This design comes from an exercise in tuning for small area, a short achievable clock period and few clock cycles per item on the open sky130 flow, not from production work. At most, simulation tests tie the RTL to the original design; equivalence was not proved. Power and IR drop assume default switching activity.

// rsdp_tag
module rsdp_tag (
   input          clk,
   input          rst,
   input          start,
   input          csel,
   input          ssel,
   input  [237:0] b,
   input  [237:0] a,
   input  [135:0] y,
   input  [135:0] x,
   input  [6:0]   e,
   output         ready,
   output         done,
   output [6:0]   u
);
Size: ~2400 cells after synthesis, roughly 280 flip-flops, ~770 I/O pins, about 27000 um^2 of cells after synthesis.
==> flow/config.mk <==
export PLATFORM = sky130hd
export DESIGN_NAME = rsdp_tag
export DESIGN_NICKNAME = rsdp_tag
export VERILOG_FILES = /design/flow/design.v
export SDC_FILE = /design/flow/constraint.sdc
export NUM_CORES = 4
export LEC_CHECK = 0
export CAP_MARGIN = 20
export CORE_MARGIN = 2
export CORE_UTILIZATION = 35
export SLEW_MARGIN = 20
==> flow/constraint.sdc <==
create_clock -name core_clock -period 8.0 [get_ports {clk}]
set_input_delay 1.6000 -clock core_clock [delete_from_list [all_inputs] [get_ports {clk}]]
set_output_delay 1.6000 -clock core_clock [all_outputs]
set_load 0.01 [all_outputs]
standard.sh (not shown) runs the stock make flow with config.mk's settings and CLKGATE_MAP_FILE= SYNTH_SCRIPT=/design/flow/synth_recipe.tcl, a recipe that flattens the netlist after the stock synthesis.
==> flow/flow/run.sh <==
#!/bin/bash
# Standard ORFS layout (the standard.sh, unchanged synthesis), with the
# port buffers that global placement inserts made from buf_1 cells instead of
# the default delay buffers. Every input and output port still gets a buffer.
set -euo pipefail
export BUFFER_PORTS_ARGS="-buffer_cell sky130_fd_sc_hd__buf_1"
bash standard.sh > orfs_make.log 2>&1
Then changed:
SETUP_SLACK_MARGIN = 4.5   (was unset)
Result:
- The new run completed without violations
- global-route usage barely changes
- first-iteration DRC count climbs by a few percent
- die area is unchanged
- final area came out higher slightly
- combinational power went up by a little under a tenth
- wire length goes down slightly
- worst setup slack improves by 0.16 ns
- total power rose by a few percent
- fmax came out higher by a few percent
- utilization came out higher by 0.21 points
Function was not checked in any run of this note: the RTL went through the layout flow alone.

* * *

rsdp_tag, a different RTL version from the one above (not shown whole).
Size: roughly 2,100 cells after synthesis, about 300 flip-flops, about 21,000 sq um of cells after synthesis.
==> flow/design.v (excerpt) <==
module rsdp_tag (
   input          clk,
   input          rst,
   input          start,
   input          csel,
   input          ssel,
   input  [237:0] b,
   input  [237:0] a,
   input  [135:0] y,
   input  [135:0] x,
   input  [6:0]   e,
   output         ready,
   output         done,
   output [6:0]   u
);
clock: 8.0 ns
lec_check: 0
cap_margin: 20
core_margin: 2
core_utilization: 35
gpl_routability_driven: 0
setup_slack_margin: 4.85
slew_margin: 20
synth_hierarchical: 1
synth_minimum_keep_size: 0
==> flow/flow/run.sh <==
#!/bin/bash
# Standard ORFS layout (the standard.sh, unchanged synthesis), except:
# - the port buffers that global placement inserts are buf_1 cells instead of
#   the default delay buffers (every input and output port still gets one);
# - clock tree synthesis uses clkbuf_8 leaf buffers, clusters of up to 24
#   sinks and no dummy loads, which makes a smaller clock tree.
set -euo pipefail
export BUFFER_PORTS_ARGS="-buffer_cell sky130_fd_sc_hd__buf_1"
export CTS_ARGS="-sink_clustering_enable -repair_clock_nets -dont_use_dummy_load -buf_list {sky130_fd_sc_hd__clkbuf_8} -sink_clustering_size 24 -sink_clustering_max_diameter 50"
bash standard.sh > orfs_make.log 2>&1
The first run went through all stages and came out clean.
Testbench counts at the start, summed over its fixed seeds: cycles 536, tags 512.
Then changed:
--- a/flow/flow/run.sh
+++ b/flow/flow/run.sh
@@ -5 +5 @@
-# - clock tree synthesis uses clkbuf_8 leaf buffers, clusters of up to 24
+# - clock tree synthesis uses clkbuf_8 leaf buffers, clusters of up to 16
@@ -9 +9 @@
-export CTS_ARGS="-sink_clustering_enable -repair_clock_nets -dont_use_dummy_load -buf_list {sky130_fd_sc_hd__clkbuf_8} -sink_clustering_size 24 -sink_clustering_max_diameter 50"
+export CTS_ARGS="-sink_clustering_enable -repair_clock_nets -dont_use_dummy_load -buf_list {sky130_fd_sc_hd__clkbuf_8} -sink_clustering_size 16 -sink_clustering_max_diameter 100"
CORE_UTILIZATION = 39   (was 35)
Result: The changed run completed without violations; non-clock buffer count increases by 3; clock power decreases by 13%; wire length decreases by 0.49%; maximum frequency decreases by 2.0%.
Then changed:
CORE_UTILIZATION = 35   (was 39)
GPL_ROUTABILITY_DRIVEN = default   (was 0)
Outcome:
- The new run ran to the end with no violations
- utilization shrinks by 3.6 points
- clock power grows by about 0.8%
- clock skew grows by 0.010 ns
Then changed:
CORE_AREA = 2 2 358 148   (was default)
CORE_MARGIN = default   (was 2)
CORE_UTILIZATION = default   (was 35)
DIE_AREA = 0 0 360 150   (was default)
SETUP_SLACK_MARGIN = 5   (was 4.85)
The new run finished with timing, DRC and antenna clean.
Global-route usage climbs by 0.53 points.
Final area rises by 1.6%.
Critical path depth shrinks by 2.
Worst hold slack got worse by 0.014 ns.
Via count is about the same.
Power came out higher by about 15%.
Then changed:
CORE_AREA = default   (was 2 2 358 148)
CORE_MARGIN = 2   (was default)
CORE_UTILIZATION = 35   (was default)
DIE_AREA = default   (was 0 0 360 150)
GPL_ROUTABILITY_DRIVEN = 0   (was default)
SETUP_SLACK_MARGIN = 4.7   (was 5)
Outcome: Maximum frequency rises by 0.32%. Routed wire length rises by 0.44%. Design area falls by 4.6%. Setup slack gains 0.010 ns. Total power falls by about 20%. Critical path depth rises by 2. Worst hold slack gains 0.0070 ns. Flip-flop and latch count stays the same.
Then changed:
CAP_MARGIN = 0   (was 20)
GPL_ROUTABILITY_DRIVEN = default   (was 0)
SLEW_MARGIN = 0   (was 20)
What happened: Final area went up by 1.1%. Worst hold slack is better by 0.0061 ns. Critical path depth went up by 1. Worst setup slack is worse by 0.0058 ns. Combinational power went up by about 4%. Count of clock-buffer cells in the layout stays the same. Synthesized area is unchanged. Total power went up by 2.6%.

* * *

Setup of build 36:
Starting RTL as in the previous note.
==> flow/design.v (excerpt) <==
module rsdp_tag (
   input          clk,
   input          rst,
   input          start,
   input          csel,
   input          ssel,
   input  [237:0] b,
   input  [237:0] a,
   input  [135:0] y,
   input  [135:0] x,
   input  [6:0]   e,
   output         ready,
   output         done,
   output [6:0]   u
);
   reg [2:0] vld;
   assign ready = 1'b1;
   assign done  = vld[2];
   tag core (
      .clk(clk), .csel(csel), .ssel(ssel),
      .b(b), .a(a), .y(y), .x(x), .e(e), .u(u)
   );
   always @(posedge clk) begin
      if (rst)
         vld <= 3'd0;
      else
         vld <= {vld[1:0], start};
   end
endmodule
clock: 8.0 ns
lec_check: 0
cap_margin: 20
core_margin: 2
core_utilization: 35
setup_slack_margin: 4.4
slew_margin: 20
synth_hierarchical: 1
synth_minimum_keep_size: 0
==> flow/flow/run.sh <==
#!/bin/bash
# Standard ORFS layout (the standard.sh, unchanged synthesis), except:
# - the port buffers that global placement inserts are buf_1 cells instead of
#   the default delay buffers (every input and output port still gets one);
# - clock tree synthesis uses clkbuf_8 leaf buffers, clusters of up to 16
#   sinks and no dummy loads, which makes a smaller clock tree.
set -euo pipefail
export BUFFER_PORTS_ARGS="-buffer_cell sky130_fd_sc_hd__buf_1"
export CTS_ARGS="-sink_clustering_enable -repair_clock_nets -dont_use_dummy_load -buf_list {sky130_fd_sc_hd__clkbuf_8} -sink_clustering_size 16 -sink_clustering_max_diameter 100"
bash standard.sh > orfs_make.log 2>&1
No stage failed in build 36, and the final checks on the layout all came back clean.
Testbench counts of build 36, summed over its fixed seeds: cycles 536, tags 512.
diff inputs: build 36 => build 10
- swapping 4.4 for 4.95 in SETUP_SLACK_MARGIN
- putting GPL_ROUTABILITY_DRIVEN at 0 where nothing was set
Findings:
Build 10: clock period minus final worst setup slack is 0.43 ns lower than what build 36 reported. Number of buffers outside the clock class in the layout up about 1.5% in build 10 wrt build 36. In the flow results for build 10 and build 36, the clock power share is smaller on build 10. In the reports for build 10 and build 36, the smaller highest clock rate belongs to build 36. In the tables for build 10 and build 36, total met2 wirelength after detailed routing reads higher with build 10. From build 10 to build 36, XOR/XNOR share of the synthesized area did not move at all. Build 10 vs build 36: area of the multi-input gates up.
--- input diff build 10..build 21 ---
- SETUP_SLACK_MARGIN changed from 4.95 to 4.7
- GPL_ROUTABILITY_DRIVEN removed (was 0)
Findings:
Data arrival time of the critical path: higher on build 21
Build 21 vs build 10: final worst-path setup slack down in build 21
Diff build 10 -> build 21: total power -14%, peak per-stage delay on the critical path +0.02 ns, detailed-placement wirelength estimate +2.4%.

* * *

P:
rsdp_tag again, from the RTL that the note above started with.
==> flow/config.mk <==
export PLATFORM = sky130hd
export DESIGN_NAME = rsdp_tag
export DESIGN_NICKNAME = rsdp_tag
export VERILOG_FILES = /design/flow/design.v
export SDC_FILE = /design/flow/constraint.sdc
export NUM_CORES = 4
export LEC_CHECK = 0
export CAP_MARGIN = 20
export CORE_MARGIN = 2
export CORE_UTILIZATION = 35
export PLACE_DENSITY = 0.75
export SETUP_SLACK_MARGIN = 5
export SLEW_MARGIN = 20
export SYNTH_HIERARCHICAL = 1
export SYNTH_MINIMUM_KEEP_SIZE = 0
==> flow/constraint.sdc <==
create_clock -name core_clock -period 8.0 [get_ports {clk}]
set_input_delay 1.6000 -clock core_clock [delete_from_list [all_inputs] [get_ports {clk}]]
set_output_delay 1.6000 -clock core_clock [all_outputs]
set_load 0.01 [all_outputs]
Scripts as last shown in full above: flow/flow/run.sh
Testbench counts of P, summed over its fixed seeds: cycles 536, tags 512.
Input-level comparison between Q and P:
diff --git a/flow/config.mk b/flow/config.mk
--- a/flow/config.mk
+++ b/flow/config.mk
@@ -10,3 +10,2 @@
 export CORE_UTILIZATION = 35
-export PLACE_DENSITY = 0.75
 export SETUP_SLACK_MARGIN = 5
--- outcome ---
In the metrics for P and Q, the one carrying the lower number of vias in the routed layout is Q.
Of Q and P, it is Q that has the higher non-clock buffer count.
Against P as the reference, Q delivers a higher sequential share of layout area.
Diff P -> Q | setup slack | increase of 0.067 ns
Re compound-cell area share of the yosys netlist: no difference whatsoever between P and Q.
Q ended up with more standard cells than P.
In Q, final critical-path required period is lower than in P.
Compared with P, in Q pin count of the biggest net entering global routing went down by 51, routed wire length now smaller.
Here is what was changed in the inputs of R compared with Q.
diff --git a/flow/config.mk b/flow/config.mk
--- a/flow/config.mk
+++ b/flow/config.mk
@@ -10,3 +10,5 @@
 export CORE_UTILIZATION = 35
-export SETUP_SLACK_MARGIN = 5
+export GPL_ROUTABILITY_DRIVEN = 0
+export PLACE_DENSITY = 0.7
+export SETUP_SLACK_MARGIN = 4.85
 export SLEW_MARGIN = 20
Diff Q -> R: number of logic stages on the critical path including buffering went up by 3, share of async-settable or async-resettable flops after synthesis was more or less identical, fraction of met3 tracks used by global routing went up by 2.1 points.
Compared to Q, the router laid down less metal wire for R.
Looking only at utilization, and setting everything else aside, the lower value of R and Q goes to R.
Measured against R, the routed length on met3 of Q comes out at 0.853 times the reference value.
Side by side, part of the total power dissipated in the clock network turned out higher in R than in Q.
R has non-clock buffer contribution to total cell area below what Q had.
Compared with Q, R has less setup slack.
Final standard cell count with taps included and fillers excluded was lower in the run labelled R.
Comparing the two runs side by side, R comes out ahead of Q on first-pass GRT wire length.
> inputs changed (R -> S)
diff --git a/flow/config.mk b/flow/config.mk
--- a/flow/config.mk
+++ b/flow/config.mk
@@ -11,4 +11,3 @@
 export GPL_ROUTABILITY_DRIVEN = 0
-export PLACE_DENSITY = 0.7
-export SETUP_SLACK_MARGIN = 4.85
+export SETUP_SLACK_MARGIN = 5
 export SLEW_MARGIN = 20
[summary]
- Against R, final wirelength in S came out worse.
- Fraction of final layout cells sized beyond drive strength 1 for S: 6.1 points up relative to R
- Initial antenna violation count, S and R, higher one = R.
- Compared to R, S has power share of the combinational group 1.1 points higher.
- Sort S and R by critical path depth asc -> top: S
- Wire length of the first global-routing pass on S is behind R.
- S against R: maximum operating frequency went up by 0.017 GHz, power after layout went up by 5.7%.
The following lists how T was set up differently from S:
diff --git a/flow/config.mk b/flow/config.mk
--- a/flow/config.mk
+++ b/flow/config.mk
@@ -10,4 +10,4 @@
 export CORE_UTILIZATION = 35
-export GPL_ROUTABILITY_DRIVEN = 0
-export SETUP_SLACK_MARGIN = 5
+export PLACE_DENSITY = 0.75
+export SETUP_SLACK_MARGIN = 4.7
 export SLEW_MARGIN = 20
Findings:
- Per the comparison of T with S, area of all placed cells without fillers lower; combinational power fell by 16%; placed instance count was more or less identical; latest clock arrival within the worst-skew pair has increased.
- Comparing S against T, there is no change at all in number of rows created at floorplan.
- Compared with S, T shows a wire length of the first global-routing pass that is about 3.5% lower.
- Compared with S, T shows part of the power in the clock network higher by 0.8 points.
- For T, the end point of the critical path was core.q1_4_16, unlike S, where it was core.q2_0_0.

* * *

Setup of the previous run:
rsdp_tag, a different RTL version from the one above (not shown whole).
Size: ~2100 cells after synthesis, roughly 300 flip-flops.
==> flow/design.v (excerpt) <==
module rsdp_tag (
   input          clk,
   input          rst,
   input          start,
   input          csel,
   input          ssel,
   input  [237:0] b,
   input  [237:0] a,
   input  [135:0] y,
   input  [135:0] x,
   input  [6:0]   e,
   output         ready,
   output         done,
   output [6:0]   u
);
==> flow/config.mk <==
export PLATFORM = sky130hd
export DESIGN_NAME = rsdp_tag
export DESIGN_NICKNAME = rsdp_tag
export VERILOG_FILES = /design/flow/design.v
export SDC_FILE = /design/flow/constraint.sdc
export NUM_CORES = 4
export LEC_CHECK = 0
export CAP_MARGIN = 20
export CORE_MARGIN = 2
export CORE_UTILIZATION = 35
export GPL_ROUTABILITY_DRIVEN = 0
export SETUP_SLACK_MARGIN = 5
export SLEW_MARGIN = 20
export SYNTH_HIERARCHICAL = 1
export SYNTH_MINIMUM_KEEP_SIZE = 0
==> flow/constraint.sdc <==
create_clock -name core_clock -period 8.0 [get_ports {clk}]
set_input_delay 1.6000 -clock core_clock [delete_from_list [all_inputs] [get_ports {clk}]]
set_output_delay 1.6000 -clock core_clock [all_outputs]
set_load 0.01 [all_outputs]
Scripts as last shown in full above: flow/flow/run.sh
The previous run went all the way through synthesis, placement and routing and the layout is clean on timing, DRC and antenna.
--- input diff the previous run..the current run ---
# the previous run
export LEC_CHECK = 0
export CAP_MARGIN = 20
export CORE_MARGIN = 2
export CORE_UTILIZATION = 35
export GPL_ROUTABILITY_DRIVEN = 0
export SETUP_SLACK_MARGIN = 5
export SLEW_MARGIN = 20
export SYNTH_HIERARCHICAL = 1
export SYNTH_MINIMUM_KEEP_SIZE = 0
create_clock -name core_clock -period 8.0 [get_ports {clk}]
# the current run
export LEC_CHECK = 0
export CAP_MARGIN = 20
export CORE_MARGIN = 2
export CORE_UTILIZATION = 35
export GPL_ROUTABILITY_DRIVEN = 0
export SETUP_SLACK_MARGIN = 4.85
export SLEW_MARGIN = 20
export SYNTH_HIERARCHICAL = 1
export SYNTH_MINIMUM_KEEP_SIZE = 0
create_clock -name core_clock -period 8.0 [get_ports {clk}]
### Flow results
- The previous run has higher routed metal-1 wire length than the current run.
- Compared with the previous run, the current run shows a higher pin count of the biggest net entering global routing.
- Measured against the previous run, the maximum ir drop on the vdd rail of the current run comes out at 1.13 times the reference value.
- Run comparison: the current run cell with the largest stage delay on the worst path sky130_fd_sc_hd__fa_1; the previous run cell with the largest stage delay on the worst path sky130_fd_sc_hd__fa_2
- The current run: no failed stages, no open violations at the end
- Timing-limited maximum frequency: the current run vs the previous run down 0.53%
- Cmp the current run vs the previous run: worst hold slack higher in the current run
- The current run vs the previous run: final standard cell utilization of the core down in the current run
- In terms of clock tree cell share of total cell area, the previous run and the current run differ only marginally.
- Part of the power in the clock network of the previous run is on par with the current run.
- The current run against the previous run: sequential cell count closely matched the old numbers, non-clock buffer count lower.
Function was not checked in any run of this note: the RTL went through the layout flow alone.

* * *

rsdp_tag, a different RTL version from the one above (not shown whole).
Size: about 2000 cells after synthesis, about 300 flip-flops, ~26000 um2 of cells after synthesis.
==> flow/config.mk <==
export PLATFORM = sky130hd
export DESIGN_NAME = rsdp_tag
export DESIGN_NICKNAME = rsdp_tag
export VERILOG_FILES = /design/flow/design.v
export SDC_FILE = /design/flow/constraint.sdc
export NUM_CORES = 4
export LEC_CHECK = 0
export CAP_MARGIN = 20
export CORE_MARGIN = 2
export CORE_UTILIZATION = 35
export CTS_BUF_LIST = sky130_fd_sc_hd__clkbuf_8 sky130_fd_sc_hd__clkbuf_16
export CTS_CLUSTER_DIAMETER = 60
export CTS_CLUSTER_SIZE = 20
export SETUP_SLACK_MARGIN = 5
export SLEW_MARGIN = 20
export SYNTH_HIERARCHICAL = 1
export SYNTH_MINIMUM_KEEP_SIZE = 0
==> flow/constraint.sdc <==
create_clock -name core_clock -period 8.0 [get_ports {clk}]
set_input_delay 1.6000 -clock core_clock [delete_from_list [all_inputs] [get_ports {clk}]]
set_output_delay 1.6000 -clock core_clock [all_outputs]
set_load 0.01 [all_outputs]
==> flow/flow/run.sh <==
#!/bin/bash
# Standard ORFS layout (the standard.sh, unchanged synthesis), with the
# port buffers that global placement inserts made from buf_1 cells instead of
# the default delay buffers. Every input and output port still gets a buffer.
set -euo pipefail
export BUFFER_PORTS_ARGS="-buffer_cell sky130_fd_sc_hd__buf_1"
bash standard.sh > orfs_make.log 2>&1
Testbench counts at the start, summed over its fixed seeds: cycles 536, tags 512.
Next try:
==> flow/flow/run.sh (replaced) <==
#!/bin/bash
# Standard ORFS layout (the standard.sh, unchanged synthesis), except:
# - the port buffers that global placement inserts are buf_1 cells instead of
#   the default delay buffers (every input and output port still gets one);
# - clock tree synthesis uses clkbuf_8 leaf buffers, clusters of up to 16
#   sinks and no dummy loads, which makes a smaller clock tree.
set -euo pipefail
export BUFFER_PORTS_ARGS="-buffer_cell sky130_fd_sc_hd__buf_1"
export CTS_ARGS="-sink_clustering_enable -repair_clock_nets -dont_use_dummy_load -buf_list {sky130_fd_sc_hd__clkbuf_8} -sink_clustering_size 16 -sink_clustering_max_diameter 100"
bash standard.sh > orfs_make.log 2>&1
CTS_BUF_LIST = not set   (was sky130_fd_sc_hd__clkbuf_8 sky130_fd_sc_hd__clkbuf_16)
CTS_CLUSTER_DIAMETER = not set   (was 60)
CTS_CLUSTER_SIZE = not set   (was 20)
Outcome:
- power decreases by a little under a tenth
- sequential power barely changes
- worst hold slack gains 0.0095 ns
- non-clock buffer count goes down by 9
- cell area fell by a few percent
- register-to-register slack gains 0.05 ns
- wire length stays flat
- via count goes down slightly
Next try:
==> flow/flow/run.sh (replaced) <==
#!/bin/bash
# Standard ORFS layout (the standard.sh, unchanged synthesis), with the
# port buffers that global placement inserts made from buf_1 cells instead of
# the default delay buffers. Every input and output port still gets a buffer.
set -euo pipefail
export BUFFER_PORTS_ARGS="-buffer_cell sky130_fd_sc_hd__buf_1"
bash standard.sh > orfs_make.log 2>&1
Effect:
- flip-flop and latch count is unchanged
- synthesized area is unchanged
- cell area came out higher by 3.3%
- non-clock buffer count came out lower by 14
- setup slack loses 0.067 ns
Next try:
==> flow/flow/run.sh (replaced) <==
#!/bin/bash
# Standard ORFS layout (the standard.sh, unchanged synthesis), except:
# - the port buffers that global placement inserts are buf_1 cells instead of
#   the default delay buffers (every input and output port still gets one);
# - clock tree synthesis uses clkbuf_8 leaf buffers, clusters of up to 24
#   sinks and no dummy loads, which makes a smaller clock tree.
set -euo pipefail
export BUFFER_PORTS_ARGS="-buffer_cell sky130_fd_sc_hd__buf_1"
export CTS_ARGS="-sink_clustering_enable -repair_clock_nets -dont_use_dummy_load -buf_list {sky130_fd_sc_hd__clkbuf_8} -sink_clustering_size 24 -sink_clustering_max_diameter 50"
bash standard.sh > orfs_make.log 2>&1
=>
- The new run finished clean
- wire length drops by about 0.9%
- clock power falls by about 50%
- non-clock buffer count grows by 19
- die area is unchanged
- cell count stays flat
- count of clock-buffer cells in the layout is lower by 7
- critical path depth does not change
- global-route usage fell by 0.18 points
- worst hold slack got worse by 0.0043 ns
- cell area came out lower by about 2%
- combinational power hardly moves

-- what the ideal ports hide --
The results above use ideal ports. As a check the final layouts listed here were re-extracted and re-timed, cells and wires unchanged.
Step 1, drivers: a clkbuf_16 drives clk and a buf_2 each remaining input, both assumed.
Step 2 also shifts input and output timing later by t, the mid clock arrival at the registers, as if the neighbouring blocks saw the same clock.
Three values: ideal ports, drivers, drivers and shift; two values: the first two.
| run | t (ns) | setup slack, ns | worst setup path after step 2 |
|---|---|---|---|
| the first run of note 1 | 0.595 | 4.141 / 4.141 / 3.723 | input to register |
| the second run of note 1 | 0.599 | 4.306 / 4.306 / 4.076 | input to register |
| the first run of note 2 | 0.676 | 4.813 / 4.828 / 4.152 | input to register |
| the second run of note 2 | 0.623 | 4.748 / 4.751 / 4.128 | input to register |
| the third run of note 2 | 0.623 | 4.797 / 4.816 / 4.193 | input to register |
| the fourth run of note 2 | 0.619 | 4.747 / 4.747 / 4.377 | input to register |
| the fifth run of note 2 | 0.627 | 4.757 / 4.781 / 4.154 | input to register |
| the sixth run of note 2 | 0.623 | 4.751 / 4.786 / 4.163 | input to register |
| build 36 | 0.621 | 4.440 / 4.473 / 3.852 | input to register |
| build 10 | 0.633 | 4.869 / 4.889 / 4.256 | input to register |
| build 21 | 0.623 | 4.751 / 4.786 / 4.163 | input to register |
| P | 0.647 | 4.855 / 4.822 / 4.175 | input to register |
| Q | 0.629 | 4.922 / 4.892 / 4.263 | input to register |
| R | 0.635 | 4.742 / 4.773 / 4.139 | input to register |
| S | 0.637 | 4.911 / 4.903 / 4.267 | input to register |
| T | 0.637 | 4.679 / 4.708 / 4.071 | input to register |
| the previous run | 0.643 | 4.913 / 4.886 / 4.243 | input to register |
| the current run | 0.627 | 4.897 / 4.897 / 4.312 | input to register |
| the first run of note 6 | 0.591 | 4.855 / 4.855 / 4.393 | input to register |
| the second run of note 6 | 0.640 | 4.910 / 4.910 / 4.359 | input to register |
| the third run of note 6 | 0.588 | 4.844 / 4.844 / 4.421 | input to register |
| the fourth run of note 6 | 0.623 | 4.887 / 4.887 / 4.394 | input to register |
After both steps every run listed still meets setup and hold. For P, which loses most, drivers alone change the setup slack by -0.033 ns; drivers and shift together by -0.680 ns.
